From an optimization exercise on the open Yosys and OpenROAD flow, aimed at small area, a short achievable clock period and few clock cycles per item; shortcuts taken in it are not production practice. RTL that was checked went through simulation tests only; none was proved equivalent to the original. Only the layout flow was run in runs 1 to 3; the RTL was not checked for function there.

[flow/config.mk]
export PLATFORM = sky130hd
export DESIGN_NAME = exponential
export DESIGN_NICKNAME = exponential
export VERILOG_FILES = /design/flow/design.v
export SDC_FILE = /design/flow/constraint.sdc
export NUM_CORES = 4
export LEC_CHECK = 0
export CAP_MARGIN = 20
export CORE_MARGIN = 2
export CORE_UTILIZATION = 40
export SETUP_SLACK_MARGIN = 3
export SLEW_MARGIN = 20
[flow/constraint.sdc]
create_clock -name core_clock -period 9.0 [get_ports {clk}]
set_input_delay 1.8000 -clock core_clock [delete_from_list [all_inputs] [get_ports {clk}]]
set_output_delay 1.8000 -clock core_clock [all_outputs]
set_load 0.01 [all_outputs]
[flow/design.v]
module mul16hi(input [15:0] b, input [7:0] one, input [7:0] two, input [7:0] neg,
               input d8, output [15:0] hi);
  wire [16:0] pp0, pp1, pp2, pp3, pp4, pp5, pp6, pp7;
  wire [15:0] p8 = b & {16{d8}};
  wire [7:0] ng = neg, nn = ~neg;
  wire [17:0] be = {1'b0, b, 1'b0};
  assign pp0 = (({17{one[0]}} & {1'b0, b}) | ({17{two[0]}} & {b, 1'b0})) ^ {17{neg[0]}};
  assign pp1 = (({17{one[1]}} & {1'b0, b}) | ({17{two[1]}} & {b, 1'b0})) ^ {17{neg[1]}};
  assign pp2 = (({17{one[2]}} & {1'b0, b}) | ({17{two[2]}} & {b, 1'b0})) ^ {17{neg[2]}};
  assign pp3 = (({17{one[3]}} & {1'b0, b}) | ({17{two[3]}} & {b, 1'b0})) ^ {17{neg[3]}};
  assign pp4 = (({17{one[4]}} & {1'b0, b}) | ({17{two[4]}} & {b, 1'b0})) ^ {17{neg[4]}};
  assign pp5 = (({17{one[5]}} & {1'b0, b}) | ({17{two[5]}} & {b, 1'b0})) ^ {17{neg[5]}};
  assign pp6 = (({17{one[6]}} & {1'b0, b}) | ({17{two[6]}} & {b, 1'b0})) ^ {17{neg[6]}};
  assign pp7 = (({17{one[7]}} & {1'b0, b}) | ({17{two[7]}} & {b, 1'b0})) ^ {17{neg[7]}};
  wire n1, n2, n3, n4, n5, n6, n7, n8, n9, n10, n11, n12, n13, n14, n15, n16, n17, n18, n19, n20, n21, n22, n23, n24, n25, n26, n27, n28, n29, n30, n31, n32, n33, n34, n35, n36, n37, n38, n39, n40, n41, n42, n43, n44, n45, n46, n47, n48, n49, n50, n51, n52, n53, n54, n55, n56, n57, n58, n59, n60, n61, n62, n63, n64, n65, n66, n67, n68, n69, n70, n71, n72, n73, n74, n75, n76, n77, n78, n79, n80, n81, n82, n83, n84, n85, n86, n87, n88, n89, n90, n91, n92, n93, n94, n95, n96, n97, n98, n99, n100, n101, n102, n103, n104, n105, n106, n107, n108, n109, n110, n111, n112, n113, n114, n115, n116, n117, n118, n119, n120, n121, n122, n123, n124, n125, n126, n127, n128, n129, n130, n131, n132, n133, n134, n135, n136, n137, n138, n139, n140, n141, n142, n143, n144, n145, n146, n147, n148, n149, n150, n151, n152, n153, n154, n155, n156, n157, n158, n159, n160, n161, n162, n163, n164, n165, n166, n167, n168, n169, n170, n171, n172, n173, n174, n175, n176, n177, n178, n179, n180, n181, n182, n183, n184, n185, n186, n187, n188, n189, n190, n191, n192, n193, n194, n195, n196, n197, n198, n199, n200, n201, n202, n203, n204, n205, n206, n207, n208, n209, n210, n211, n212, n213, n214, n215, n216, n217, n218, n219, n220, n221, n222, n223, n224, n225, n226, n227, n228, n229, n230, n231, n232, n233, n234, n235, n236, n237, n238, n239, n240, n241, n242, n243, n244, n245, n246, n247, n248, n249, n250, n251, n252, n253, n254, n255, n256, n257, n258, n259, n260, n261, n262, n263, n264;
  assign n1 = pp0[10] ^ pp1[8];
  assign n2 = pp0[10] & pp1[8];
  assign n3 = pp0[11] ^ pp1[9];
  assign n4 = pp0[11] & pp1[9];
  assign n5 = (pp0[12] ^ pp1[10]) ^ pp2[8];
  assign n6 = (pp0[12] & pp1[10]) | ((pp0[12] ^ pp1[10]) & pp2[8]);
  assign n7 = pp3[6] ^ pp4[4];
  assign n8 = pp3[6] & pp4[4];
  assign n9 = (pp0[13] ^ pp1[11]) ^ pp2[9];
  assign n10 = (pp0[13] & pp1[11]) | ((pp0[13] ^ pp1[11]) & pp2[9]);
  assign n11 = pp3[7] ^ pp4[5];
  assign n12 = pp3[7] & pp4[5];
  assign n13 = (pp0[14] ^ pp1[12]) ^ pp2[10];
  assign n14 = (pp0[14] & pp1[12]) | ((pp0[14] ^ pp1[12]) & pp2[10]);
  assign n15 = (pp3[8] ^ pp4[6]) ^ pp5[4];
  assign n16 = (pp3[8] & pp4[6]) | ((pp3[8] ^ pp4[6]) & pp5[4]);
  assign n17 = pp6[2] ^ pp7[0];
  assign n18 = pp6[2] & pp7[0];
  assign n19 = (pp0[15] ^ pp1[13]) ^ pp2[11];
  assign n20 = (pp0[15] & pp1[13]) | ((pp0[15] ^ pp1[13]) & pp2[11]);
  assign n21 = (pp3[9] ^ pp4[7]) ^ pp5[5];
  assign n22 = (pp3[9] & pp4[7]) | ((pp3[9] ^ pp4[7]) & pp5[5]);
  assign n23 = pp6[3] ^ pp7[1];
  assign n24 = pp6[3] & pp7[1];
  assign n25 = (pp0[16] ^ pp1[14]) ^ pp2[12];
  assign n26 = (pp0[16] & pp1[14]) | ((pp0[16] ^ pp1[14]) & pp2[12]);
  assign n27 = (pp3[10] ^ pp4[8]) ^ pp5[6];
  assign n28 = (pp3[10] & pp4[8]) | ((pp3[10] ^ pp4[8]) & pp5[6]);
  assign n29 = (pp6[4] ^ pp7[2]) ^ p8[0];
  assign n30 = (pp6[4] & pp7[2]) | ((pp6[4] ^ pp7[2]) & p8[0]);
  assign n31 = (ng[0] ^ pp1[15]) ^ pp2[13];
  assign n32 = (ng[0] & pp1[15]) | ((ng[0] ^ pp1[15]) & pp2[13]);
  assign n33 = (pp3[11] ^ pp4[9]) ^ pp5[7];
  assign n34 = (pp3[11] & pp4[9]) | ((pp3[11] ^ pp4[9]) & pp5[7]);
  assign n35 = (pp6[5] ^ pp7[3]) ^ p8[1];
  assign n36 = (pp6[5] & pp7[3]) | ((pp6[5] ^ pp7[3]) & p8[1]);
  assign n37 = (ng[0] ^ pp1[16]) ^ pp2[14];
  assign n38 = (ng[0] & pp1[16]) | ((ng[0] ^ pp1[16]) & pp2[14]);
  assign n39 = (pp3[12] ^ pp4[10]) ^ pp5[8];
  assign n40 = (pp3[12] & pp4[10]) | ((pp3[12] ^ pp4[10]) & pp5[8]);
  assign n41 = (pp6[6] ^ pp7[4]) ^ p8[2];
  assign n42 = (pp6[6] & pp7[4]) | ((pp6[6] ^ pp7[4]) & p8[2]);
  assign n43 = (nn[0] ^ nn[1]) ^ pp2[15];
  assign n44 = (nn[0] & nn[1]) | ((nn[0] ^ nn[1]) & pp2[15]);
  assign n45 = (pp3[13] ^ pp4[11]) ^ pp5[9];
  assign n46 = (pp3[13] & pp4[11]) | ((pp3[13] ^ pp4[11]) & pp5[9]);
  assign n47 = (pp6[7] ^ pp7[5]) ^ p8[3];
  assign n48 = (pp6[7] & pp7[5]) | ((pp6[7] ^ pp7[5]) & p8[3]);
  assign n49 = (1'b1 ^ pp2[16]) ^ pp3[14];
  assign n50 = (1'b1 & pp2[16]) | ((1'b1 ^ pp2[16]) & pp3[14]);
  assign n51 = (pp4[12] ^ pp5[10]) ^ pp6[8];
  assign n52 = (pp4[12] & pp5[10]) | ((pp4[12] ^ pp5[10]) & pp6[8]);
  assign n53 = pp7[6] ^ p8[4];
  assign n54 = pp7[6] & p8[4];
  assign n55 = (nn[2] ^ pp3[15]) ^ pp4[13];
  assign n56 = (nn[2] & pp3[15]) | ((nn[2] ^ pp3[15]) & pp4[13]);
  assign n57 = (pp5[11] ^ pp6[9]) ^ pp7[7];
  assign n58 = (pp5[11] & pp6[9]) | ((pp5[11] ^ pp6[9]) & pp7[7]);
  assign n59 = (1'b1 ^ pp3[16]) ^ pp4[14];
  assign n60 = (1'b1 & pp3[16]) | ((1'b1 ^ pp3[16]) & pp4[14]);
  assign n61 = pp5[12] ^ pp6[10];
  assign n62 = pp5[12] & pp6[10];
  assign n63 = (nn[3] ^ pp4[15]) ^ pp5[13];
  assign n64 = (nn[3] & pp4[15]) | ((nn[3] ^ pp4[15]) & pp5[13]);
  assign n65 = 1'b1 ^ pp4[16];
  assign n66 = 1'b1 & pp4[16];
  assign n67 = pp0[6] ^ pp1[4];
  assign n68 = pp0[6] & pp1[4];
  assign n69 = pp0[7] ^ pp1[5];
  assign n70 = pp0[7] & pp1[5];
  assign n71 = (pp0[8] ^ pp1[6]) ^ pp2[4];
  assign n72 = (pp0[8] & pp1[6]) | ((pp0[8] ^ pp1[6]) & pp2[4]);
  assign n73 = pp3[2] ^ pp4[0];
  assign n74 = pp3[2] & pp4[0];
  assign n75 = (pp0[9] ^ pp1[7]) ^ pp2[5];
  assign n76 = (pp0[9] & pp1[7]) | ((pp0[9] ^ pp1[7]) & pp2[5]);
  assign n77 = pp3[3] ^ pp4[1];
  assign n78 = pp3[3] & pp4[1];
  assign n79 = (pp2[6] ^ pp3[4]) ^ pp4[2];
  assign n80 = (pp2[6] & pp3[4]) | ((pp2[6] ^ pp3[4]) & pp4[2]);
  assign n81 = (pp5[0] ^ ng[5]) ^ n1;
  assign n82 = (pp5[0] & ng[5]) | ((pp5[0] ^ ng[5]) & n1);
  assign n83 = (pp2[7] ^ pp3[5]) ^ pp4[3];
  assign n84 = (pp2[7] & pp3[5]) | ((pp2[7] ^ pp3[5]) & pp4[3]);
  assign n85 = (pp5[1] ^ n2) ^ n3;
  assign n86 = (pp5[1] & n2) | ((pp5[1] ^ n2) & n3);
  assign n87 = (pp5[2] ^ pp6[0]) ^ ng[6];
  assign n88 = (pp5[2] & pp6[0]) | ((pp5[2] ^ pp6[0]) & ng[6]);
  assign n89 = (n4 ^ n5) ^ n7;
  assign n90 = (n4 & n5) | ((n4 ^ n5) & n7);
  assign n91 = (pp5[3] ^ pp6[1]) ^ n6;
  assign n92 = (pp5[3] & pp6[1]) | ((pp5[3] ^ pp6[1]) & n6);
  assign n93 = (n8 ^ n9) ^ n11;
  assign n94 = (n8 & n9) | ((n8 ^ n9) & n11);
  assign n95 = (ng[7] ^ n10) ^ n12;
  assign n96 = (ng[7] & n10) | ((ng[7] ^ n10) & n12);
  assign n97 = (n13 ^ n15) ^ n17;
  assign n98 = (n13 & n15) | ((n13 ^ n15) & n17);
  assign n99 = (n14 ^ n16) ^ n18;
  assign n100 = (n14 & n16) | ((n14 ^ n16) & n18);
  assign n101 = (n19 ^ n21) ^ n23;
  assign n102 = (n19 & n21) | ((n19 ^ n21) & n23);
  assign n103 = (n20 ^ n22) ^ n24;
  assign n104 = (n20 & n22) | ((n20 ^ n22) & n24);
  assign n105 = (n25 ^ n27) ^ n29;
  assign n106 = (n25 & n27) | ((n25 ^ n27) & n29);
  assign n107 = (n26 ^ n28) ^ n30;
  assign n108 = (n26 & n28) | ((n26 ^ n28) & n30);
  assign n109 = (n31 ^ n33) ^ n35;
  assign n110 = (n31 & n33) | ((n31 ^ n33) & n35);
  assign n111 = (n32 ^ n34) ^ n36;
  assign n112 = (n32 & n34) | ((n32 ^ n34) & n36);
  assign n113 = (n37 ^ n39) ^ n41;
  assign n114 = (n37 & n39) | ((n37 ^ n39) & n41);
  assign n115 = (n38 ^ n40) ^ n42;
  assign n116 = (n38 & n40) | ((n38 ^ n40) & n42);
  assign n117 = (n43 ^ n45) ^ n47;
  assign n118 = (n43 & n45) | ((n43 ^ n45) & n47);
  assign n119 = (n44 ^ n46) ^ n48;
  assign n120 = (n44 & n46) | ((n44 ^ n46) & n48);
  assign n121 = (n49 ^ n51) ^ n53;
  assign n122 = (n49 & n51) | ((n49 ^ n51) & n53);
  assign n123 = (p8[5] ^ n50) ^ n52;
  assign n124 = (p8[5] & n50) | ((p8[5] ^ n50) & n52);
  assign n125 = (n54 ^ n55) ^ n57;
  assign n126 = (n54 & n55) | ((n54 ^ n55) & n57);
  assign n127 = (pp7[8] ^ p8[6]) ^ n56;
  assign n128 = (pp7[8] & p8[6]) | ((pp7[8] ^ p8[6]) & n56);
  assign n129 = (n58 ^ n59) ^ n61;
  assign n130 = (n58 & n59) | ((n58 ^ n59) & n61);
  assign n131 = (pp6[11] ^ pp7[9]) ^ p8[7];
  assign n132 = (pp6[11] & pp7[9]) | ((pp6[11] ^ pp7[9]) & p8[7]);
  assign n133 = (n60 ^ n62) ^ n63;
  assign n134 = (n60 & n62) | ((n60 ^ n62) & n63);
  assign n135 = (pp5[14] ^ pp6[12]) ^ pp7[10];
  assign n136 = (pp5[14] & pp6[12]) | ((pp5[14] ^ pp6[12]) & pp7[10]);
  assign n137 = (p8[8] ^ n64) ^ n65;
  assign n138 = (p8[8] & n64) | ((p8[8] ^ n64) & n65);
  assign n139 = (nn[4] ^ pp5[15]) ^ pp6[13];
  assign n140 = (nn[4] & pp5[15]) | ((nn[4] ^ pp5[15]) & pp6[13]);
  assign n141 = (pp7[11] ^ p8[9]) ^ n66;
  assign n142 = (pp7[11] & p8[9]) | ((pp7[11] ^ p8[9]) & n66);
  assign n143 = (1'b1 ^ pp5[16]) ^ pp6[14];
  assign n144 = (1'b1 & pp5[16]) | ((1'b1 ^ pp5[16]) & pp6[14]);
  assign n145 = pp7[12] ^ p8[10];
  assign n146 = pp7[12] & p8[10];
  assign n147 = (nn[5] ^ pp6[15]) ^ pp7[13];
  assign n148 = (nn[5] & pp6[15]) | ((nn[5] ^ pp6[15]) & pp7[13]);
  assign n149 = 1'b1 ^ pp6[16];
  assign n150 = 1'b1 & pp6[16];
  assign n151 = pp0[4] ^ pp1[2];
  assign n152 = pp0[4] & pp1[2];
  assign n153 = pp0[5] ^ pp1[3];
  assign n154 = pp0[5] & pp1[3];
  assign n155 = (pp2[2] ^ pp3[0]) ^ ng[3];
  assign n156 = (pp2[2] & pp3[0]) | ((pp2[2] ^ pp3[0]) & ng[3]);
  assign n157 = (pp2[3] ^ pp3[1]) ^ n68;
  assign n158 = (pp2[3] & pp3[1]) | ((pp2[3] ^ pp3[1]) & n68);
  assign n159 = (ng[4] ^ n70) ^ n71;
  assign n160 = (ng[4] & n70) | ((ng[4] ^ n70) & n71);
  assign n161 = (n72 ^ n74) ^ n75;
  assign n162 = (n72 & n74) | ((n72 ^ n74) & n75);
  assign n163 = (n76 ^ n78) ^ n79;
  assign n164 = (n76 & n78) | ((n76 ^ n78) & n79);
  assign n165 = (n80 ^ n82) ^ n83;
  assign n166 = (n80 & n82) | ((n80 ^ n82) & n83);
  assign n167 = (n84 ^ n86) ^ n87;
  assign n168 = (n84 & n86) | ((n84 ^ n86) & n87);
  assign n169 = (n88 ^ n90) ^ n91;
  assign n170 = (n88 & n90) | ((n88 ^ n90) & n91);
  assign n171 = (n92 ^ n94) ^ n95;
  assign n172 = (n92 & n94) | ((n92 ^ n94) & n95);
  assign n173 = (n96 ^ n98) ^ n99;
  assign n174 = (n96 & n98) | ((n96 ^ n98) & n99);
  assign n175 = (n100 ^ n102) ^ n103;
  assign n176 = (n100 & n102) | ((n100 ^ n102) & n103);
  assign n177 = (n104 ^ n106) ^ n107;
  assign n178 = (n104 & n106) | ((n104 ^ n106) & n107);
  assign n179 = (n108 ^ n110) ^ n111;
  assign n180 = (n108 & n110) | ((n108 ^ n110) & n111);
  assign n181 = (n112 ^ n114) ^ n115;
  assign n182 = (n112 & n114) | ((n112 ^ n114) & n115);
  assign n183 = (n116 ^ n118) ^ n119;
  assign n184 = (n116 & n118) | ((n116 ^ n118) & n119);
  assign n185 = (n120 ^ n122) ^ n123;
  assign n186 = (n120 & n122) | ((n120 ^ n122) & n123);
  assign n187 = (n124 ^ n126) ^ n127;
  assign n188 = (n124 & n126) | ((n124 ^ n126) & n127);
  assign n189 = (n128 ^ n130) ^ n131;
  assign n190 = (n128 & n130) | ((n128 ^ n130) & n131);
  assign n191 = (n132 ^ n134) ^ n135;
  assign n192 = (n132 & n134) | ((n132 ^ n134) & n135);
  assign n193 = (n136 ^ n138) ^ n139;
  assign n194 = (n136 & n138) | ((n136 ^ n138) & n139);
  assign n195 = (n140 ^ n142) ^ n143;
  assign n196 = (n140 & n142) | ((n140 ^ n142) & n143);
  assign n197 = (p8[11] ^ n144) ^ n146;
  assign n198 = (p8[11] & n144) | ((p8[11] ^ n144) & n146);
  assign n199 = (pp7[14] ^ p8[12]) ^ n148;
  assign n200 = (pp7[14] & p8[12]) | ((pp7[14] ^ p8[12]) & n148);
  assign n201 = (nn[6] ^ pp7[15]) ^ p8[13];
  assign n202 = (nn[6] & pp7[15]) | ((nn[6] ^ pp7[15]) & p8[13]);
  assign n203 = 1'b1 ^ pp7[16];
  assign n204 = 1'b1 & pp7[16];
  assign n205 = pp0[2] ^ pp1[0];
  assign n206 = pp0[2] & pp1[0];
  assign n207 = pp0[3] ^ pp1[1];
  assign n208 = pp0[3] & pp1[1];
  assign n209 = (pp2[0] ^ ng[2]) ^ n151;
  assign n210 = (pp2[0] & ng[2]) | ((pp2[0] ^ ng[2]) & n151);
  assign n211 = (pp2[1] ^ n152) ^ n153;
  assign n212 = (pp2[1] & n152) | ((pp2[1] ^ n152) & n153);
  assign n213 = (n67 ^ n154) ^ n155;
  assign n214 = (n67 & n154) | ((n67 ^ n154) & n155);
  assign n215 = (n69 ^ n156) ^ n157;
  assign n216 = (n69 & n156) | ((n69 ^ n156) & n157);
  assign n217 = (n73 ^ n158) ^ n159;
  assign n218 = (n73 & n158) | ((n73 ^ n158) & n159);
  assign n219 = (n77 ^ n160) ^ n161;
  assign n220 = (n77 & n160) | ((n77 ^ n160) & n161);
  assign n221 = (n81 ^ n162) ^ n163;
  assign n222 = (n81 & n162) | ((n81 ^ n162) & n163);
  assign n223 = (n85 ^ n164) ^ n165;
  assign n224 = (n85 & n164) | ((n85 ^ n164) & n165);
  assign n225 = (n89 ^ n166) ^ n167;
  assign n226 = (n89 & n166) | ((n89 ^ n166) & n167);
  assign n227 = (n93 ^ n168) ^ n169;
  assign n228 = (n93 & n168) | ((n93 ^ n168) & n169);
  assign n229 = (n97 ^ n170) ^ n171;
  assign n230 = (n97 & n170) | ((n97 ^ n170) & n171);
  assign n231 = (n101 ^ n172) ^ n173;
  assign n232 = (n101 & n172) | ((n101 ^ n172) & n173);
  assign n233 = (n105 ^ n174) ^ n175;
  assign n234 = (n105 & n174) | ((n105 ^ n174) & n175);
  assign n235 = (n109 ^ n176) ^ n177;
  assign n236 = (n109 & n176) | ((n109 ^ n176) & n177);
  assign n237 = (n113 ^ n178) ^ n179;
  assign n238 = (n113 & n178) | ((n113 ^ n178) & n179);
  assign n239 = (n117 ^ n180) ^ n181;
  assign n240 = (n117 & n180) | ((n117 ^ n180) & n181);
  assign n241 = (n121 ^ n182) ^ n183;
  assign n242 = (n121 & n182) | ((n121 ^ n182) & n183);
  assign n243 = (n125 ^ n184) ^ n185;
  assign n244 = (n125 & n184) | ((n125 ^ n184) & n185);
  assign n245 = (n129 ^ n186) ^ n187;
  assign n246 = (n129 & n186) | ((n129 ^ n186) & n187);
  assign n247 = (n133 ^ n188) ^ n189;
  assign n248 = (n133 & n188) | ((n133 ^ n188) & n189);
  assign n249 = (n137 ^ n190) ^ n191;
  assign n250 = (n137 & n190) | ((n137 ^ n190) & n191);
  assign n251 = (n141 ^ n192) ^ n193;
  assign n252 = (n141 & n192) | ((n141 ^ n192) & n193);
  assign n253 = (n145 ^ n194) ^ n195;
  assign n254 = (n145 & n194) | ((n145 ^ n194) & n195);
  assign n255 = (n147 ^ n196) ^ n197;
  assign n256 = (n147 & n196) | ((n147 ^ n196) & n197);
  assign n257 = (n149 ^ n198) ^ n199;
  assign n258 = (n149 & n198) | ((n149 ^ n198) & n199);
  assign n259 = (n150 ^ n200) ^ n201;
  assign n260 = (n150 & n200) | ((n150 ^ n200) & n201);
  assign n261 = (p8[14] ^ n202) ^ n203;
  assign n262 = (p8[14] & n202) | ((p8[14] ^ n202) & n203);
  assign n263 = (nn[7] ^ p8[15]) ^ n204;
  assign n264 = (nn[7] & p8[15]) | ((nn[7] ^ p8[15]) & n204);
  wire [31:0] ra = {n262, n260, n258, n256, n254, n252, n250, n248, n246, n244, n242, n240, n238, n236, n234, n232, n230, n228, n226, n224, n222, n220, n218, n216, n214, n212, n210, n208, n206, ng[1], pp0[1], pp0[0]};
  wire [31:0] rb = {n263, n261, n259, n257, n255, n253, n251, n249, n247, n245, n243, n241, n239, n237, n235, n233, n231, n229, n227, n225, n223, n221, n219, n217, n215, n213, n211, n209, n207, n205, 1'b0, ng[0]};
  wire [31:0] s = ra + rb;
  assign hi = s[31:16];
endmodule
module exponential(input clk, rst, start, input [15:0] x,
                   output done, output [1:0] intpart, output [15:0] fracpart);
  reg  [8:1]  s;           
  wire        idle = ~|s;
  reg  [15:0] u;
  reg  [17:0] r;
  reg  [7:0]  xone, xtwo, xneg;    
  reg         x15;
  always @(posedge clk or posedge rst)
    if (rst) s <= 8'b0;
    else     s <= {s[7:1], idle & start};
  assign done = idle;
  function ge(input [15:0] v, input [15:0] k);
    integer i;
    reg q;
    begin
      q = 1'b1;
      for (i = 0; i < 16; i = i + 1)
        q = k[i] ? (v[i] & q) : (v[i] | q);
      ge = q;
    end
  endfunction
  function [23:0] enc(input [15:0] v);
    integer i;
    reg [16:0] e;
    reg [7:0] o, t, n;
    begin
      e = {v, 1'b0};
      for (i = 0; i < 8; i = i + 1) begin
        o[i] = e[2*i+1] ^ e[2*i];
        t[i] = (e[2*i+2] & ~e[2*i+1] & ~e[2*i]) | (~e[2*i+2] & e[2*i+1] & e[2*i]);
        n[i] = e[2*i+2];
      end
      enc = {o, t, n};
    end
  endfunction
  wire [7:0] eone, etwo, eneg;
  assign {eone, etwo, eneg} = enc(x);
  wire [11:0] g;
  assign g[0] = ge(x, 16'd46904);
  assign g[1] = ge(x, 16'd51031);
  assign g[2] = ge(x, 16'd53627);
  assign g[3] = ge(x, 16'd55899);
  assign g[4] = ge(x, 16'd57544);
  assign g[5] = ge(x, 16'd58980);
  assign g[6] = ge(x, 16'd60309);
  assign g[7] = ge(x, 16'd61357);
  assign g[8] = ge(x, 16'd62481);
  assign g[9] = ge(x, 16'd63365);
  assign g[10] = ge(x, 16'd64192);
  assign g[11] = ge(x, 16'd64957);
  reg [17:0] r0;
  always @* begin
    casez (g)
      12'b1???????????: r0 = 18'h0FFFF + 18'd13;
      12'b01??????????: r0 = 18'h0FFFF + 18'd12;
      12'b001?????????: r0 = 18'h0FFFF + 18'd11;
      12'b0001????????: r0 = 18'h0FFFF + 18'd10;
      12'b00001???????: r0 = 18'h0FFFF + 18'd8;
      12'b000001??????: r0 = 18'h0FFFF + 18'd7;
      12'b0000001?????: r0 = 18'h0FFFF + 18'd6;
      12'b00000001????: r0 = 18'h0FFFF + 18'd5;
      12'b000000001???: r0 = 18'h0FFFF + 18'd4;
      12'b0000000001??: r0 = 18'h0FFFF + 18'd3;
      12'b00000000001?: r0 = 18'h0FFFF + 18'd2;
      12'b000000000001: r0 = 18'h0FFFF + 18'd1;
      default:          r0 = 18'h0FFFF;
    endcase
  end
  wire [15:0] t0 = |x[15:1] ? x - 16'd2 : 16'd0;
  localparam [23:0] E5 = enc(16'h5555), E3 = enc(16'h3333), E2 = enc(16'h2AAA);
  wire [7:0] one = xone, two = xtwo, neg = xneg;
  wire       d8  = x15;
  wire [15:0] b = u;
  wire [15:0] hi;
  mul16hi mul(.b(b), .one(one), .two(two), .neg(neg), .d8(d8), .hi(hi));
  wire [17:0] sum = r + {2'b0, b};
  always @(posedge clk) begin
    {xone, xtwo, xneg} <= s[2] ? E5 : s[5] ? E3 : s[7] ? E2 : {eone, etwo, eneg};
    x15 <= ~(s[2] | s[5] | s[7]) & x[15];
    if (idle & start) begin
      u <= t0;
      r <= r0;
    end else if (~idle) begin
      u <= s[1] ? {1'b0, hi[15:1]} : s[4] ? {2'b0, hi[15:2]} : hi;
      if (s[1] | s[2] | s[4] | s[5] | s[7]) r <= sum;
    end
  end
  assign {intpart, fracpart} = sum;
endmodule
[flow/run.sh]
#!/bin/bash
# synth_recipe.tcl (not shown) runs the flow's synth.tcl, then flattens the netlist and writes it again
# the make line also repeats each setting of config.mk as NAME=value (left out here)
make -C /OpenROAD-flow-scripts/flow DESIGN_CONFIG=/design/flow/config.mk WORK_HOME=/design/flow/orfs CLKGATE_MAP_FILE= SYNTH_SCRIPT=/design/flow/synth_recipe.tcl finish
==> reports/results.md, run 1 <==
## Status
* outcome: finished clean

## Clock tree
* H-tree levels: 3
* TritonCTS Buffers: 9
* CTS Root Cell: sky130_fd_sc_hd__clkbuf_16
* buffer levels on the longest clock path: 2
* Clock transition at path regs: 0.06 ns
* CTS tree: built
* clock latency reported for the late side of the worst-skew pair: 0.33 ns
* clock net sink count: 67

## Floorplan
* effective utilization at floorplan: 0.409
* placement row count: 58
* number of placed I/O pins: 38
* floorplan die width: 165 um
* Floorplan Core Area: 25300 um2
* die outline height: 165 um
* floorplan die area: 27200 um2

## Yosys
* Post-synth EDFFs: 34
* Synthesized Nets: 1361
* number of warnings reported in the yosys synthesis log: 1
* most instantiated flip-flop cell in the synthesis netlist: sky130_fd_sc_hd__edfxtp_1
* number of register bits inferred by synthesis: 67
* mean post-synth cell area: 8.91 um2
* summed instance area of the synthesized netlist: 10400 um2
* number of distinct library cell variants in the gate-level netlist after synthesis: 70
* synthesized netlist cell count: 1164
* Async S/R FF share, synth: 0.119
* fraction of the yosys area taken by sequential cells: 0.166

## Route
* Iteration-0 DRC Markers: 778
* number of iterations in the first detailed-routing pass: 6
* DR vias: 8607
* DRC: 0
* Routed Wire Length: 30.2 mm
* routed wire length per instance: 20.2 um
* ratio of routed vias to standard cells: 5.74
* Detail Route Antenna Nets: 0

## Placed design
* post-placement worst setup slack: 2.72 ns
* HPWL after detailed placement: 22.1 mm
* standard cell area after detailed placement: 10900 um2
* final weighted congestion in routability-driven placement: 0.863
* count of buffers inserted at the top-level ports: 37

## Critical path
* Worst setup SP type: flop
* cell type group with the largest total delay on the critical path: compound AO/OA/AOI/OAI gates
* sum of buffers and inverters on the critical path: 2
* sort of element at the end of the critical path: primary output
* list of cells traversed by the critical path: buf_4 -> ha_1 -> a21o_1 -> a21oi_1 -> o211ai_1 -> a41o_1 -> a31o_2 -> a2111oi_2 -> o31ai_1 -> xnor2_1 -> clkdlybuf4s50_1
* arrival time at the worst endpoint: 3.99 ns
* startpoint-to-endpoint class of the critical path: reg -> out
* worst-path fanout max: 19
* CP required: 7.20 ns
* Worst path slowest cell: sky130_fd_sc_hd__clkdlybuf4s50_1
* slowest cell delay on critical path: 0.61 ns

## GRT
* total global-route track usage: 0.230
* number of antenna violations at the first check in global routing: 0
* largest net degree at the start of global routing: 20
* residual overflow from global routing: 0
* global-route wire length before repair: 48.6 mm
* number of global-route vias before repair: 8749

## Timing
* Final Cycle Share: 0.644
* PnR worst setup slack: 3.21 ns
* Final Hold Fails: 0
* skew final: 0.0112 ns
* setup_tns: 0 ns
* Final Slew Violations: 0
* RSZ-0062 raised after global routing: false
* time the worst path needs with I/O delays and setup: 5.79 ns
* count of final setup violators: 0
* Max Fclk: 173 MHz
* worst slew pin tran: 0.897 ns
* remaining max-slew budget at the tightest pin: 0.400

## Min path
* HP Class: reg -> reg

## Finish
* final std cell area, no fill: 11600 um2
* fraction of final layout cells sized beyond drive strength 1: 0.0924
* antenna cell count: 0
* layout overhead on the synthesized area: 12.0%
* Net count, final: 1361

## Job
* max-cap violation count: 0

[final timing paths]
path / to / depth (start not counted) / slack [ns] / from
worst max-delay path: fracpart[15] / 11 / 3.21 / u[1]
worst min-delay path: s[7] / 0 / 0.37 / s[6]
worst max register to register: u[5] / 18 / 3.35 / u[10]
worst min register to register: s[7] / 0 / 0.37 / s[6]
max in group asynchronous: s[4] / 2 / 7.01 / rst
min in group asynchronous: s[7] / 2 / 1.77 / rst
[cells in the final DEF (no fill, tap or decap), types with 5 or more instances in the layout]
cell type and count:
sky130_fd_sc_hd__o211ai_1 10, sky130_fd_sc_hd__a21o_1 17, sky130_fd_sc_hd__a21oi_1 44, sky130_fd_sc_hd__and2_1 16, sky130_fd_sc_hd__and3_1 6, sky130_fd_sc_hd__nand3_1 18, sky130_fd_sc_hd__a31oi_1 9, sky130_fd_sc_hd__nand2_1 60
sky130_fd_sc_hd__fa_1 105, sky130_fd_sc_hd__xnor2_1 114, sky130_fd_sc_hd__dfxtp_1 7, sky130_fd_sc_hd__dfrtp_1 8, sky130_fd_sc_hd__nand4_1 5, sky130_fd_sc_hd__mux2i_1 5, sky130_fd_sc_hd__a22oi_1 121, sky130_fd_sc_hd__edfxtp_1 34
sky130_fd_sc_hd__o21ba_2 6, sky130_fd_sc_hd__o31ai_1 5, sky130_fd_sc_hd__nor3_1 15, sky130_fd_sc_hd__clkdlybuf4s50_1 36, sky130_fd_sc_hd__nor2_1 49, sky130_fd_sc_hd__o21ai_0 28, sky130_fd_sc_hd__ha_1 73, sky130_fd_sc_hd__inv_1 131
sky130_fd_sc_hd__buf_4 46, sky130_fd_sc_hd__a222oi_1 5, sky130_fd_sc_hd__a221o_1 7, sky130_fd_sc_hd__buf_12 7, sky130_fd_sc_hd__nand2b_1 11, sky130_fd_sc_hd__dfxtp_2 18, sky130_fd_sc_hd__xor2_1 62, sky130_fd_sc_hd__clkbuf_16 10
sky130_fd_sc_hd__o21a_1 5
[synth_stat cells, drive strengths merged (6+ instances only)]
master | instances | share of area
buf | 9 | 0.0045
nand2b | 11 | 0.0066
xor2 | 62 | 0.052
fa | 105 | 0.20
inv | 133 | 0.048
nand3 | 18 | 0.0087
dfrtp | 8 | 0.019
clkbuf | 92 | 0.033
edfxtp | 34 | 0.098
a21o | 17 | 0.012
a21oi | 44 | 0.021
and3 | 6 | 0.0036
a22oi | 121 | 0.088
a221o | 7 | 0.0068
o21ai | 31 | 0.015
o21ba | 6 | 0.0058
o211ai | 10 | 0.0072
nor3 | 16 | 0.0077
xnor2 | 114 | 0.096
nor2 | 50 | 0.018
dfxtp | 25 | 0.048
a31oi | 11 | 0.0081
ha | 73 | 0.088
and2 | 17 | 0.010
o31ai | 6 | 0.0043
nand2 | 60 | 0.022
[repair_timing]
item                       CTS  global route
hold endpoints to repair     0             0
pin swaps                    1             2
hold buffers                 0             0
gates resized for setup      5            21
setup endpoints to repair   13            15
buffers inserted            27            13
[worst reg2reg max path, cell delays in order, from the launching register on]
cell                       delay [ns]
sky130_fd_sc_hd__edfxtp_1        0.42
sky130_fd_sc_hd__buf_12          0.18
sky130_fd_sc_hd__a22oi_1         0.21
sky130_fd_sc_hd__xor2_1          0.23
sky130_fd_sc_hd__fa_1            0.50
sky130_fd_sc_hd__fa_1            0.45
sky130_fd_sc_hd__fa_1            0.50
sky130_fd_sc_hd__fa_1            0.49
sky130_fd_sc_hd__inv_1           0.04
sky130_fd_sc_hd__ha_1            0.32
sky130_fd_sc_hd__a21oi_1         0.12
sky130_fd_sc_hd__nand2_1         0.09
sky130_fd_sc_hd__nand3_1         0.08
sky130_fd_sc_hd__o31ai_1         0.57
sky130_fd_sc_hd__a221o_1         0.31
sky130_fd_sc_hd__a21oi_1         0.09
sky130_fd_sc_hd__xnor2_1         0.46
sky130_fd_sc_hd__mux2i_1         0.16
sky130_fd_sc_hd__o31ai_1         0.25
[sequential cells by signal (all words and copies together), names as in the netlist]
signal,cells
r,18
s,8
u,16
x15,1
xneg,8
xone,8
xtwo,8
[area by class of cell]
class	instances	area [um2]
fillers	2439	13700
multi-input cells	859	7770
flip-flops and latches	67	1740
repair buffers	90	858
inverters	137	517
well taps	330	413
clock buffers	12	268
clock inverters	4	46.3
[per-stage QoR]
stage	cells	util	hold slack, ns
global route	1499	0.459	0.388
floorplan	1164	-	0.347
global placement	1443	0.429	0.353
CTS	1486	0.452	0.375
detailed placement	1443	0.429	0.363
finish	1499	0.459	0.368
[metal layers]
| layer | vias to the layer above | wire length (um) | global-route usage |
|---|---|---|---|
| met5 | - | 0 | 0 |
| met4 | 0 | 1130 | 0.0866 |
| met3 | 64 | 1990 | 0.0357 |
| met2 | 347 | 14000 | 0.365 |
| met1 | 4197 | 13100 | 0.315 |
| li1 | 3999 | - | - |
[cell families (layout without fill, tap and decap cells)]
logic type	count (synthesis)	in the layout	synth area share
simple gates	201	201	0.0934
fa+ha+maj	178	178	0.291
buf+inv	238	243	0.0874
flops	67	67	0.166
mux	6	6	0.00591
xor+xnor	176	176	0.149
compound gates	298	298	0.208
==> run 2: changes to the inputs <==
--- a/flow/config.mk
+++ b/flow/config.mk
@@ -7,6 +7,6 @@
 export LEC_CHECK = 0
 export CAP_MARGIN = 20
 export CORE_MARGIN = 2
-export CORE_UTILIZATION = 40
+export CORE_UTILIZATION = 65
 export SETUP_SLACK_MARGIN = 3
 export SLEW_MARGIN = 20
==> reports/results.md, run 2 <==
## Status
* outcome: finished clean

## Floorplan
* floorplan die width: 130 um, -21%
* floorplan die area: 17000 um2, -38%
* die outline height: 130 um, -21%
* placement row count: 46, -21%
* effective utilization at floorplan: 0.660, +0.251
* number of placed I/O pins: 38, unchanged
* Floorplan Core Area: 15700 um2, -38%

## Timing
* Final Hold Fails: 0, unchanged
* setup_tns: 0 ns, unchanged
* remaining max-slew budget at the tightest pin: 0.429, +0.0284
* Max Fclk: 174 MHz, +0.62%
* final-layout worst hold slack: 0.378 ns, +0.0104 ns
* Final Cycle Share: 0.640, -0.00399
* skew final: 0.00529 ns, -0.00596 ns
* RSZ-0062 raised after global routing: false
* Final Slew Violations: 0, unchanged
* time the worst path needs with I/O delays and setup: 5.76 ns, -0.0359 ns
* count of final setup violators: 0, unchanged
* worst slew pin tran: 0.855 ns, -0.0425 ns

## Route
* ratio of routed vias to standard cells: 6.37, +11%
* number of iterations in the first detailed-routing pass: 8, +2
* Routed Wire Length: 28.8 mm, -4.9%
* routed wire length per instance: 20.9 um, +3.7%
* Detail Route Antenna Nets: 0, unchanged
* DRC: 0, unchanged
* Iteration-0 DRC Markers: 1139, +46%
* DR vias: 8762, +1.8%

## Yosys
* leading area contributor after synthesis: sky130_fd_sc_hd__fa_1
* Async S/R FF share, synth: 0.119, unchanged
* synthesized netlist cell count: 1164, unchanged
* fraction of the yosys area taken by sequential cells: 0.166, unchanged
* dominant cells by area after synthesis: sky130_fd_sc_hd__fa_1, sky130_fd_sc_hd__edfxtp_1, sky130_fd_sc_hd__xnor2_1
* most frequent cell after synthesis: sky130_fd_sc_hd__inv_1
* mean post-synth cell area: 8.91 um2, unchanged
* number of distinct library cell variants in the gate-level netlist after synthesis: 70, unchanged
* summed instance area of the synthesized netlist: 10400 um2, unchanged
* number of register bits inferred by synthesis: 67, unchanged
* Post-synth EDFFs: 34, unchanged
* most instantiated flip-flop cell in the synthesis netlist: sky130_fd_sc_hd__edfxtp_1
* most frequent cells after synthesis: sky130_fd_sc_hd__inv_1, sky130_fd_sc_hd__a22oi_1, sky130_fd_sc_hd__xnor2_1
* area share of the leading cell type in the synthesized netlist: 0.203, unchanged
* number of warnings reported in the yosys synthesis log: 1, unchanged
* Synthesized Nets: 1361, unchanged

## Clock tree
* clock net sink count: 67, unchanged
* H-tree levels: 3, unchanged
* CTS tree: built
* Clock transition at path regs: 0.06 ns, about the same
* clock latency reported for the late side of the worst-skew pair: 0.33 ns, about the same
* buffer levels on the longest clock path: 2, unchanged
* TritonCTS Buffers: 9, unchanged
* CTS Root Cell: sky130_fd_sc_hd__clkbuf_16
* number of buffers inserted by hold repair at cts: 0, unchanged

## Min path
* number of cells on the worst hold path: 0, unchanged
* Worst Hold Path EP: s[4]
* HP Class: reg -> reg
* hold wc startpoint: s[3]

## Placed design
* cell count after placement: 1326, -8.1%
* final weighted congestion in routability-driven placement: 0.952, +10%
* count of buffers inserted at the top-level ports: 37, unchanged
* HPWL after detailed placement: 20.5 mm, -7.6%

## Finish
* fraction of final layout cells sized beyond drive strength 1: 0.0853, -0.00704
* number of cells in the finished layout apart from fillers: 1376, -8.2%
* max FFs per register: 18, unchanged
* most common library cell in the layout ignoring fill and taps: sky130_fd_sc_hd__inv_1
* Largest regs: r: 18 flops, u: 16 flops
* register containing the most flip-flops in the final layout: r
* Net count, final: 1352, -0.66%
* layout overhead on the synthesized area: 9.59%
* antenna cell count: 0, unchanged
* top library cells by usage in the layout, fill and taps aside: sky130_fd_sc_hd__inv_1, sky130_fd_sc_hd__a22oi_1, sky130_fd_sc_hd__xnor2_1

## Critical path
* worst reg2reg endpoint: u[13]
* Worst setup SP type: flop
* arrival time at the worst endpoint: 5.85 ns, +1.86 ns
* Worst R2R Start: xneg[1]
* path depth of the worst reg2reg path: 18, unchanged
* cell type group with the largest total delay on the critical path: compound AO/OA/AOI/OAI gates
* slowest cell delay on critical path: 0.55 ns, -0.06 ns
* sort of element at the end of the critical path: flop
* CP required: 9.09 ns, +1.89 ns
* list of cells traversed by the critical path: buf_4 -> xnor2_1 -> ha_1 -> inv_1 -> fa_1 -> fa_1 -> fa_1 -> inv_1 -> ha_1 -> a21oi_1 -> o21ai_0 -> o21ai_0 -> nor2_2 -> a221oi_4 -> a31oi_4 -> a211o_1 -> a32o_1 -> a221o_1
* sum of buffers and inverters on the critical path: 3, +1
* startpoint-to-endpoint class of the critical path: reg -> reg
* setup slack, reg-to-reg: 3.24 ns, -0.11 ns
* cell type with the highest occurrence count on the critical path: sky130_fd_sc_hd__fa_1
* worst-path fanout max: 15, -4
* Worst path slowest cell: sky130_fd_sc_hd__dfxtp_1

## GRT
* Global Route met3 Usage: 0.0590, +0.0234
* residual overflow from global routing: 0, unchanged
* total global-route track usage: 0.347, +0.117
* global-route wire length before repair: 44.8 mm, -7.9%
* grt met1 use: 0.484, +0.169
* number of global-route vias before repair: 8300, -5.1%
* routing usage on met2: 0.544, +0.178
* layer carrying the most global-route usage: met2
* largest net degree at the start of global routing: 23, +15%
* number of antenna violations at the first check in global routing: 0, unchanged

## Job
* max-cap violation count: 0, unchanged

[run 2: cell counts after synthesis]
No cell type changed its count.
[run 2: repair_timing]
item                       4_1_cts  5_1_grt
setup buffers                    6       28
setup endpoints to repair       11       16
gates cloned                     0        0
gates resized for setup          1       22
[run 2: metrics by stage]
stage	area (um2)	setup slack, ns	utilization
after floorplan	10400	3.25	-
after global placement	10700	2.82	0.681
after detailed placement	10700	2.81	0.681
after CTS	11100	2.99	0.703
after global routing	11400	2.99	0.723
final	11400	3.24	0.723
[run 2: layout make-up]
type / instances / area (um2)
clock buffer: 11 / 254
sequential: 67 / 1750
timing repair buffer: 81 / 763
tap: 216 / 270
fill: 1253 / 4350
inverter: 137 / 517
multi-input combinational: 859 / 7760
clock inverter: 5 / 58.8
[run 2: per-layer routing]
| layer | routed length [um] | vias to the layer above |
|---|---|---|
| met5 | 0 | - |
| met4 | 984 | 0 |
| met3 | 2550 | 68 |
| met2 | 13300 | 461 |
| met1 | 11900 | 4257 |
| li1 | - | 3976 |
[run 2: how the worst max path moves through the flow]
stage / startpoint / end / slack [ns] / depth (start not counted)
after floorplan: xneg[4] / u[13] / 3.25 / 19
after global placement: xneg[4] / u[10] / 2.82 / 17
after detailed placement: xneg[4] / u[10] / 2.81 / 17
after CTS: u[2] / intpart[0] / 2.99 / 10
after global routing: xneg[1] / u[13] / 2.99 / 18
final: xneg[1] / u[13] / 3.24 / 18
[run 2: worst register-to-register path: stages, from the launching register on]
cell and delay (ns):
sky130_fd_sc_hd__dfxtp_1 0.55, sky130_fd_sc_hd__buf_4 0.37, sky130_fd_sc_hd__xnor2_1 0.13, sky130_fd_sc_hd__ha_1 0.27, sky130_fd_sc_hd__inv_1 0.04, sky130_fd_sc_hd__fa_1 0.39
sky130_fd_sc_hd__fa_1 0.50, sky130_fd_sc_hd__fa_1 0.49, sky130_fd_sc_hd__inv_1 0.04, sky130_fd_sc_hd__ha_1 0.29, sky130_fd_sc_hd__a21oi_1 0.25, sky130_fd_sc_hd__o21ai_0 0.13
sky130_fd_sc_hd__o21ai_0 0.44, sky130_fd_sc_hd__nor2_2 0.13, sky130_fd_sc_hd__a221oi_4 0.43, sky130_fd_sc_hd__a31oi_4 0.20, sky130_fd_sc_hd__a211o_1 0.35, sky130_fd_sc_hd__a32o_1 0.27
sky130_fd_sc_hd__a221o_1 0.25
[run 2: logic make-up (layout without fill, tap and decap cells)]
family                     after synthesis  after routing  share of synthesized area
and+or+nand+nor                        201            201                     0.0934
xor gates and xnor gates               176            176                      0.149
muxes                                    6              6                    0.00591
AOI/OAI and AO/OA                      298            298                      0.208
DFF                                     67             67                      0.166
adders and majority gates              178            178                      0.291
buffers and inverters                  238            234                     0.0874
==> run 3: changes to the inputs <==
--- a/flow/design.v
+++ b/flow/design.v
@@ -359,16 +359,13 @@
   wire [15:0] hi;
   mul16hi mul(.b(b), .one(one), .two(two), .neg(neg), .d8(d8), .hi(hi));
   wire [17:0] sum = r + {2'b0, b};
+  wire nxt_idle = s[8] | (idle & ~start);
   always @(posedge clk) begin
-    {xone, xtwo, xneg} <= s[2] ? E5 : s[5] ? E3 : s[7] ? E2 : {eone, etwo, eneg};
-    x15 <= ~(s[2] | s[5] | s[7]) & x[15];
-    if (idle & start) begin
-      u <= t0;
-      r <= r0;
-    end else if (~idle) begin
-      u <= s[1] ? {1'b0, hi[15:1]} : s[4] ? {2'b0, hi[15:2]} : hi;
-      if (s[1] | s[2] | s[4] | s[5] | s[7]) r <= sum;
-    end
+    {xone, xtwo, xneg} <= s[2] ? E5 : s[5] ? E3 : s[7] ? E2 : nxt_idle ? 24'b0 : {eone, etwo, eneg};
+    x15 <= nxt_idle | (~(s[2] | s[5] | s[7]) & x[15]);
+    u <= (idle & start) ? t0 : s[1] ? {1'b0, hi[15:1]} : s[4] ? {2'b0, hi[15:2]} : hi;
+    if (idle & start) r <= r0;
+    else if (s[1] | s[2] | s[4] | s[5] | s[7]) r <= sum;
   end
   assign {intpart, fracpart} = sum;
 endmodule
--- a/flow/config.mk
+++ b/flow/config.mk
@@ -7,6 +7,6 @@
 export LEC_CHECK = 0
 export CAP_MARGIN = 20
 export CORE_MARGIN = 2
-export CORE_UTILIZATION = 65
+export CORE_UTILIZATION = 40
 export SETUP_SLACK_MARGIN = 3
 export SLEW_MARGIN = 20
==> reports/results.md, run 3 <==
## Placed design
* HPWL after detailed placement: 23.5 mm, +15%
* post-placement worst setup slack: 2.75 ns, -0.0627 ns
* standard cell area after detailed placement: 11000 um2, +3.1%
* final weighted congestion in routability-driven placement: 0.925, -2.8%
* count of buffers inserted at the top-level ports: 37, unchanged

## Route
* Iteration-0 DRC Markers: 795, -30%
* DRC: 0, unchanged
* number of iterations in the first detailed-routing pass: 7, -1
* routed wire length per instance: 20.9 um, +0.24%
* Routed Wire Length: 32.1 mm, +12%
* ratio of routed vias to standard cells: 5.90, -7.3%
* DR vias: 9042, +3.2%
* Detail Route Antenna Nets: 0, unchanged

## Clock tree
* clock latency reported for the late side of the worst-skew pair: 0.34 ns, about the same
* setup bufs post-CTS: 0, -6
* CTS tree: built
* TritonCTS Buffers: 9, unchanged
* number of buffers inserted by hold repair at cts: 0, unchanged
* H-tree levels: 3, unchanged
* Clock transition at path regs: 0.07 ns, about the same
* CTS Root Cell: sky130_fd_sc_hd__clkbuf_16
* buffer levels on the longest clock path: 2, unchanged
* clock net sink count: 67, unchanged

## Finish
* Net count, final: 1389, +2.7%
* post-route core utilization: 0.438, -0.285
* Largest regs: r: 18 flops, u: 16 flops
* register containing the most flip-flops in the final layout: r
* fill cell total of the finished layout: 2590, +110%
* top library cells by usage in the layout, fill and taps aside: sky130_fd_sc_hd__inv_1, sky130_fd_sc_hd__a22oi_1, sky130_fd_sc_hd__xnor2_1
* max FFs per register: 18, unchanged
* layout overhead on the synthesized area: 8.51%
* fraction of final layout cells sized beyond drive strength 1: 0.0618, -0.0235
* final std cell area, no fill: 11400 um2, about the same
* antenna cell count: 0, unchanged

## Yosys
* number of warnings reported in the yosys synthesis log: 1, unchanged
* mean post-synth cell area: 8.54 um2, -4.1%
* Post-synth EDFFs: 18, -47%
* summed instance area of the synthesized netlist: 10500 um2, +0.97%
* fraction of the yosys area taken by sequential cells: 0.149, -0.0169
* leading area contributor after synthesis: sky130_fd_sc_hd__fa_1
* most frequent cells after synthesis: sky130_fd_sc_hd__a22oi_1, sky130_fd_sc_hd__inv_1, sky130_fd_sc_hd__xnor2_1
* number of distinct library cell variants in the gate-level netlist after synthesis: 70, unchanged
* Async S/R FF share, synth: 0.119, unchanged
* dominant cells by area after synthesis: sky130_fd_sc_hd__fa_1, sky130_fd_sc_hd__xnor2_1, sky130_fd_sc_hd__a22oi_1
* most instantiated flip-flop cell in the synthesis netlist: sky130_fd_sc_hd__dfxtp_1
* Synthesized Nets: 1423, +4.6%
* area share of the leading cell type in the synthesized netlist: 0.201, -0.00194
* synthesized netlist cell count: 1226, +5.3%
* number of register bits inferred by synthesis: 67, unchanged

## GRT
* total global-route track usage: 0.234, -0.113
* number of antenna violations at the first check in global routing: 0, unchanged
* number of global-route vias before repair: 9176, +11%
* global-route wire length before repair: 51.4 mm, +15%
* largest net degree at the start of global routing: 20, -13%
* residual overflow from global routing: 0, unchanged

## Critical path
* worst-path fanout max: 16, +1
* path depth of the worst reg2reg path: 16, -2
* setup slack, reg-to-reg: 3.32 ns, +0.08 ns
* CP required: 9.23 ns, +0.14 ns
* startpoint-to-endpoint class of the critical path: reg -> reg
* arrival time at the worst endpoint: 5.91 ns, +0.06 ns
* endpoint of the most critical setup path: u[14]
* Worst setup SP type: flop
* worst reg2reg endpoint: u[14]
* crit path launch: xone[6]
* sort of element at the end of the critical path: flop
* Worst R2R Start: xone[6]

## Floorplan
* effective utilization at floorplan: 0.404, -0.256
* Floorplan Core Area: 25900 um2, +65%
* die outline height: 166 um, +27%
* floorplan die width: 166 um, +27%
* number of placed I/O pins: 38, unchanged
* placement row count: 59, +28%
* floorplan die area: 27500 um2, +62%

## Timing
* Final Hold Fails: 0, unchanged
* final-layout worst hold slack: 0.373 ns, -0.00506 ns
* worst slew pin tran: 0.851 ns, -0.00417 ns
* RSZ-0062 raised after global routing: false
* Final Cycle Share: 0.631, -0.00922
* Max Fclk: 176 MHz, +1.5%
* remaining max-slew budget at the tightest pin: 0.432, +0.00279
* time the worst path needs with I/O delays and setup: 5.68 ns, -0.0830 ns
* setup_tns: 0 ns, unchanged
* Final Slew Violations: 0, unchanged
* PnR worst setup slack: 3.32 ns, +0.0829 ns
* count of final setup violators: 0, unchanged
* skew final: 0.0101 ns, +0.00480 ns

## Job
* max-cap violation count: 0, unchanged

## Status
* outcome: finished clean

## Min path
* HP Class: reg -> reg

-- run 3: cell types whose count changed in the layout (fill, tap and decap cells not counted), moves of 6 or more --
cell                       previous run  this run
sky130_fd_sc_hd__nand2_1             60       101
sky130_fd_sc_hd__a21o_1              17        11
sky130_fd_sc_hd__o21ai_0             29        37
sky130_fd_sc_hd__a21oi_1             44        60
sky130_fd_sc_hd__nand2b_1            11         3
sky130_fd_sc_hd__and2_1              16         8
sky130_fd_sc_hd__dfxtp_1              6        27
sky130_fd_sc_hd__buf_4               39        21
sky130_fd_sc_hd__edfxtp_1            34        18
sky130_fd_sc_hd__o211ai_1            10         4
-- run 3: worst max-delay path: stages, from the launching register on --
cell and delay, ns:
sky130_fd_sc_hd__dfxtp_1 0.84, sky130_fd_sc_hd__a22oi_1 0.22, sky130_fd_sc_hd__xnor2_1 0.24, sky130_fd_sc_hd__fa_1 0.49
sky130_fd_sc_hd__fa_1 0.46, sky130_fd_sc_hd__fa_1 0.50, sky130_fd_sc_hd__fa_1 0.55, sky130_fd_sc_hd__inv_1 0.06
sky130_fd_sc_hd__ha_1 0.33, sky130_fd_sc_hd__a21oi_1 0.20, sky130_fd_sc_hd__o21ai_0 0.15, sky130_fd_sc_hd__a21oi_1 0.30
sky130_fd_sc_hd__o31ai_1 0.16, sky130_fd_sc_hd__a221o_1 0.40, sky130_fd_sc_hd__a21oi_1 0.18, sky130_fd_sc_hd__xor2_1 0.11
sky130_fd_sc_hd__a221o_1 0.37
-- run 3: cell type report --
type | instances | area [um2] | area share
clock buffers | 11 | 275 | 0.0242
clock inverters | 5 | 40.0 | 0.00352
inverters | 130 | 490 | 0.0432
multi-input cells | 926 | 8030 | 0.707
flip-flops and latches | 67 | 1580 | 0.139
well taps | 335 | 419 | 0.0369
repair buffers | 58 | 528 | 0.0465
-- run 3: cell families after synthesis --
family          share of synthesized area
fa+ha+maj                           0.288
simple gates                        0.105
buf+inv                            0.0845
xor+xnor                            0.145
flops                               0.149
compound gates                      0.221
mux                               0.00789
-- run 3: metal layers --
| metal | share of wire | vias to the layer above | routed length (um) | global-route usage |
|---|---|---|---|---|
| li1 | - | 4143 | - | - |
| met1 | 0.43 | 4478 | 13800 | 0.318 |
| met2 | 0.48 | 355 | 15400 | 0.389 |
| met3 | 0.062 | 66 | 2000 | 0.0241 |
| met4 | 0.028 | 0 | 904 | 0.0828 |
| met5 | 0 | - | 0 | 0 |
-- run 3: how the worst min path moves through the flow --
stage / from / end / slack (ns) / depth (start not counted)
floorplan: s[1] / s[2] / 0.35 / 0
global placement: s[6] / s[7] / 0.36 / 0
detailed placement: s[6] / s[7] / 0.36 / 0
CTS: s[6] / s[7] / 0.38 / 0
global route: s[6] / s[7] / 0.39 / 0
finish: s[6] / s[7] / 0.37 / 0
-- run 3: what timing repair did --
action / 4_1_cts / 5_1_grt
resized for setup: 1 / 16
setup endpoints to repair: 8 / 10
gates cloned: 0 / 0
-- run 3: stage by stage --
step,instances
global route,1532
finish,1532
detailed placement,1516
global placement,1516
CTS,1532
floorplan,1226
==> run 4: changes to the inputs <==
--- a/flow/design.v
+++ b/flow/design.v
@@ -333,25 +333,26 @@
   assign g[9] = ge(x, 16'd63365);
   assign g[10] = ge(x, 16'd64192);
   assign g[11] = ge(x, 16'd64957);
-  reg [17:0] r0;
+  reg [17:0] r0g;
   always @* begin
     casez (g)
-      12'b1???????????: r0 = 18'h0FFFF + 18'd13;
-      12'b01??????????: r0 = 18'h0FFFF + 18'd12;
-      12'b001?????????: r0 = 18'h0FFFF + 18'd11;
-      12'b0001????????: r0 = 18'h0FFFF + 18'd10;
-      12'b00001???????: r0 = 18'h0FFFF + 18'd8;
-      12'b000001??????: r0 = 18'h0FFFF + 18'd7;
-      12'b0000001?????: r0 = 18'h0FFFF + 18'd6;
-      12'b00000001????: r0 = 18'h0FFFF + 18'd5;
-      12'b000000001???: r0 = 18'h0FFFF + 18'd4;
-      12'b0000000001??: r0 = 18'h0FFFF + 18'd3;
-      12'b00000000001?: r0 = 18'h0FFFF + 18'd2;
-      12'b000000000001: r0 = 18'h0FFFF + 18'd1;
-      default:          r0 = 18'h0FFFF;
+      12'b1???????????: r0g = 18'h0FFFF + 18'd13;
+      12'b01??????????: r0g = 18'h0FFFF + 18'd12;
+      12'b001?????????: r0g = 18'h0FFFF + 18'd11;
+      12'b0001????????: r0g = 18'h0FFFF + 18'd10;
+      12'b00001???????: r0g = 18'h0FFFF + 18'd8;
+      12'b000001??????: r0g = 18'h0FFFF + 18'd7;
+      12'b0000001?????: r0g = 18'h0FFFF + 18'd6;
+      12'b00000001????: r0g = 18'h0FFFF + 18'd5;
+      12'b000000001???: r0g = 18'h0FFFF + 18'd4;
+      12'b0000000001??: r0g = 18'h0FFFF + 18'd3;
+      12'b00000000001?: r0g = 18'h0FFFF + 18'd2;
+      12'b000000000001: r0g = 18'h0FFFF + 18'd1;
+      default:          r0g = 18'h0FFFF;
     endcase
   end
-  wire [15:0] t0 = |x[15:1] ? x - 16'd2 : 16'd0;
+  wire [15:0] t0 = x - 16'd2;
+  wire [17:0] r0 = |x[15:1] ? r0g : {17'b0, ~x[0]};
   localparam [23:0] E5 = enc(16'h5555), E3 = enc(16'h3333), E2 = enc(16'h2AAA);
   wire [7:0] one = xone, two = xtwo, neg = xneg;
   wire       d8  = x15;
==> reports/results.md, run 4 <==
## GRT
* number of global-route vias before repair: 8891, -3.1%
* total global-route track usage: 0.234, -0.000243
* number of antenna violations at the first check in global routing: 0, unchanged
* global-route wire length before repair: 48.5 mm, -5.7%
* largest net degree at the start of global routing: 36, +80%
* residual overflow from global routing: 0, unchanged

## Min path
* hold wc startpoint: s[6]
* HP Class: reg -> reg

## Route
* DRC: 0, unchanged
* ratio of routed vias to standard cells: 5.83, -1.2%
* Routed Wire Length: 30.2 mm, -5.9%
* number of iterations in the first detailed-routing pass: 10, +3
* Detail Route Antenna Nets: 0, unchanged
* Iteration-0 DRC Markers: 827, +4.0%
* DR vias: 8663, -4.2%
* routed wire length per instance: 20.3 um, -3.0%

## Floorplan
* placement row count: 58, -1.7%
* Floorplan Core Area: 25100 um2, -3.1%
* number of placed I/O pins: 38, unchanged
* die outline height: 164 um, -1.2%
* effective utilization at floorplan: 0.406, +0.00234
* floorplan die width: 164 um, -1.2%
* floorplan die area: 26800 um2, -2.5%

## Critical path
* startpoint-to-endpoint class of the critical path: reg -> reg
* sort of element at the end of the critical path: flop
* CP required: 9.27 ns, +0.04 ns
* Worst R2R Start: u[15]
* crit path launch: u[15]
* worst-path fanout max: 18, +2
* Worst setup SP type: flop
* arrival time at the worst endpoint: 5.99 ns, +0.08 ns

## Yosys
* dominant cells by area after synthesis: sky130_fd_sc_hd__fa_1, sky130_fd_sc_hd__xnor2_1, sky130_fd_sc_hd__a22oi_1
* synthesized netlist cell count: 1184, -3.4%
* fraction of the yosys area taken by sequential cells: 0.153, +0.00388
* Async S/R FF share, synth: 0.119, unchanged
* number of warnings reported in the yosys synthesis log: 1, unchanged
* Post-synth EDFFs: 18, unchanged
* leading area contributor after synthesis: sky130_fd_sc_hd__fa_1
* summed instance area of the synthesized netlist: 10200 um2, -2.5%
* number of distinct library cell variants in the gate-level netlist after synthesis: 73, +4.3%
* area share of the leading cell type in the synthesized netlist: 0.206, +0.00522
* most frequent cell after synthesis: sky130_fd_sc_hd__inv_1
* number of register bits inferred by synthesis: 67, unchanged
* Synthesized Nets: 1382, -2.9%
* mean post-synth cell area: 8.62 um2, +0.92%
* most frequent cells after synthesis: sky130_fd_sc_hd__inv_1, sky130_fd_sc_hd__a22oi_1, sky130_fd_sc_hd__xnor2_1
* most instantiated flip-flop cell in the synthesis netlist: sky130_fd_sc_hd__dfxtp_1

## Finish
* top library cells by usage in the layout, fill and taps aside: sky130_fd_sc_hd__inv_1, sky130_fd_sc_hd__a22oi_1, sky130_fd_sc_hd__xnor2_1
* most common library cell in the layout ignoring fill and taps: sky130_fd_sc_hd__inv_1
* layout overhead on the synthesized area: 9.22%
* total area of sequential cells: 1610 um2, +2.1%
* fill cell total of the finished layout: 2513, -3.0%
* register containing the most flip-flops in the final layout: r
* multi-input logic area: 7790 um2, -3.0%
* post-route core utilization: 0.444, +0.00543
* max FFs per register: 18, unchanged
* antenna cell count: 0, unchanged
* Largest regs: r: 18 flops, u: 16 flops
* fraction of final layout cells sized beyond drive strength 1: 0.0788, +0.0170
* number of cells in the finished layout apart from fillers: 1485, -3.1%
* Net count, final: 1348, -3.0%

## Status
* outcome: finished clean

## Timing
* worst slew pin tran: 0.842 ns, -0.00834 ns
* skew final: 0.00882 ns, -0.00127 ns
* Final Cycle Share: 0.636, +0.00551
* RSZ-0062 raised after global routing: true
* Final Slew Violations: 0, unchanged
* time the worst path needs with I/O delays and setup: 5.73 ns, +0.0496 ns
* Final Hold Fails: 0, unchanged
* final-layout worst hold slack: 0.379 ns, +0.00573 ns
* Max Fclk: 175 MHz, -0.87%
* setup_tns: 0 ns, unchanged
* remaining max-slew budget at the tightest pin: 0.437, +0.00557
* count of final setup violators: 0, unchanged

## Clock tree
* TritonCTS Buffers: 9, unchanged
* CTS tree: built
* Clock transition at path regs: 0.07 ns, about the same
* clock latency reported for the late side of the worst-skew pair: 0.34 ns, about the same
* H-tree levels: 3, unchanged
* buffer levels on the longest clock path: 2, unchanged
* number of buffers inserted by hold repair at cts: 0, unchanged
* CTS Root Cell: sky130_fd_sc_hd__clkbuf_16
* clock net sink count: 67, unchanged

## Placed design
* count of buffers inserted at the top-level ports: 37, unchanged
* final weighted congestion in routability-driven placement: 0.922, -0.27%
* HPWL after detailed placement: 21.7 mm, -7.8%
* cell count after placement: 1466, -3.3%

## Job
* max-cap violation count: 0, unchanged

==> run 4: changes by cell type after synthesis, sizes merged, moves of 4 or more <==
| cell | previous run | this run |
|---|---|---|
| a211oi | 9 | 5 |
| a21o | 11 | 7 |
| a21oi | 61 | 50 |
| a222oi | 5 | 0 |
| buf | 8 | 4 |
| nor2 | 52 | 46 |
| o21ai | 41 | 33 |
| o22ai | 1 | 7 |
| o31ai | 10 | 4 |
| o41ai | 4 | 0 |
==> run 4: cell families (layout without fill, tap and decap cells) <==
logic type | Yosys count | after routing | share of synthesized area
compound gates | 289 | 289 | 0.202
xor+xnor | 175 | 175 | 0.151
fa+ha+maj | 179 | 179 | 0.297
buf+inv | 232 | 203 | 0.0855
flops | 67 | 67 | 0.153
mux | 7 | 7 | 0.00699
simple gates | 235 | 235 | 0.105
==> run 4: final timing paths <==
| check | end | cells after the start | slack (ns) |
|---|---|---|---|
| max in group asynchronous | s[2] | 2 | 7.07 |
| setup / recovery | u[7] | 18 | 3.27 |
| hold reg to reg | s[7] | 0 | 0.38 |
| min in group asynchronous | s[8] | 2 | 1.70 |
| hold / removal | s[7] | 0 | 0.38 |
| setup reg to reg | u[7] | 18 | 3.27 |
==> run 4: timing repair <==
action,in CTS,in global routing
endpoints found under the hold margin,0,0
buffers inserted,0,3
pin swaps,0,1
endpoints found under the setup margin,13,17
resized for setup,12,34
==> run 4: layout make-up <==
class                      instances  share of cell area
inverter                         131              0.0447
tap                              330              0.0370
clock inverter                     7             0.00741
sequential                        67               0.145
multi-input combinational        885               0.699
clock buffer                       9              0.0202
timing repair buffer              56              0.0470
==> run 4: routing by layer <==
layer / GRT usage / up-vias / part of all wire / routed length (um)
met2: 0.382 / 350 / 0.47 / 14100
li1: - / 3955 / - / -
met4: 0.0690 / 0 / 0.022 / 673
met3: 0.0409 / 55 / 0.074 / 2230
met1: 0.317 / 4303 / 0.44 / 13200
met5: 0 / - / 0 / 0
==> run 4: stage by stage <==
step / setup slack, ns / instance area [um2]
2_1_floorplan: 3.30 / 10200
3_3_place_gp: 2.89 / 10700
3_5_place_dp: 2.70 / 10700
4_1_cts: 2.97 / 11100
5_1_grt: 2.96 / 11100
6_report: 3.27 / 11100
==> run 4: worst max-delay path, cell delays in order (launching register included) <==
cell and delay, ns:
sky130_fd_sc_hd__dfxtp_2 0.65, sky130_fd_sc_hd__a22oi_1 0.15, sky130_fd_sc_hd__xor2_1 0.19, sky130_fd_sc_hd__fa_1 0.54
sky130_fd_sc_hd__fa_1 0.46, sky130_fd_sc_hd__fa_1 0.49, sky130_fd_sc_hd__fa_1 0.50, sky130_fd_sc_hd__inv_1 0.05
sky130_fd_sc_hd__ha_1 0.35, sky130_fd_sc_hd__and4_4 0.23, sky130_fd_sc_hd__and2_1 0.18, sky130_fd_sc_hd__a221o_1 0.34
sky130_fd_sc_hd__a21oi_1 0.25, sky130_fd_sc_hd__a21oi_2 0.14, sky130_fd_sc_hd__or3_1 0.40, sky130_fd_sc_hd__a31oi_2 0.21
sky130_fd_sc_hd__xnor2_1 0.23, sky130_fd_sc_hd__mux2i_1 0.13, sky130_fd_sc_hd__a21oi_1 0.16
Testbench counts of run 4, summed over its fixed seeds: cycles 72,000, items 8,000.

-- static timing again, ports no longer ideal --
The flow's constraints put no driver on any port. The routed layouts listed below were extracted and timed again, unchanged, in two steps.
Step 1, drivers: a clkbuf_16 drives clk and a buf_2 each remaining input, both assumed.
Step 2 moves the port delays by t, midway between the first and last clock arrival at a register: inputs arrive t later, outputs are due t later. That takes back most of the time a late clock gives input paths.
a / b / c = no drivers / after step 1 / after step 2; a / b = the first two.
run | t (ns) | slack for setup (ns) | worst register clock-pin slew, ns | cell pins on the clock port's net
run 1 | 0.358 | 3.205 / 3.168 / 3.348 | 0.06 / 0.06 | 1
run 2 | 0.372 | 3.241 / 3.241 / 3.241 | 0.06 / 0.06 | 1
run 3 | 0.382 | 3.324 / 3.324 / 3.324 | 0.07 / 0.07 | 1
run 4 | 0.387 | 3.275 / 3.275 / 3.275 | 0.07 / 0.07 | 1
After both steps setup and hold are still met in every run listed.
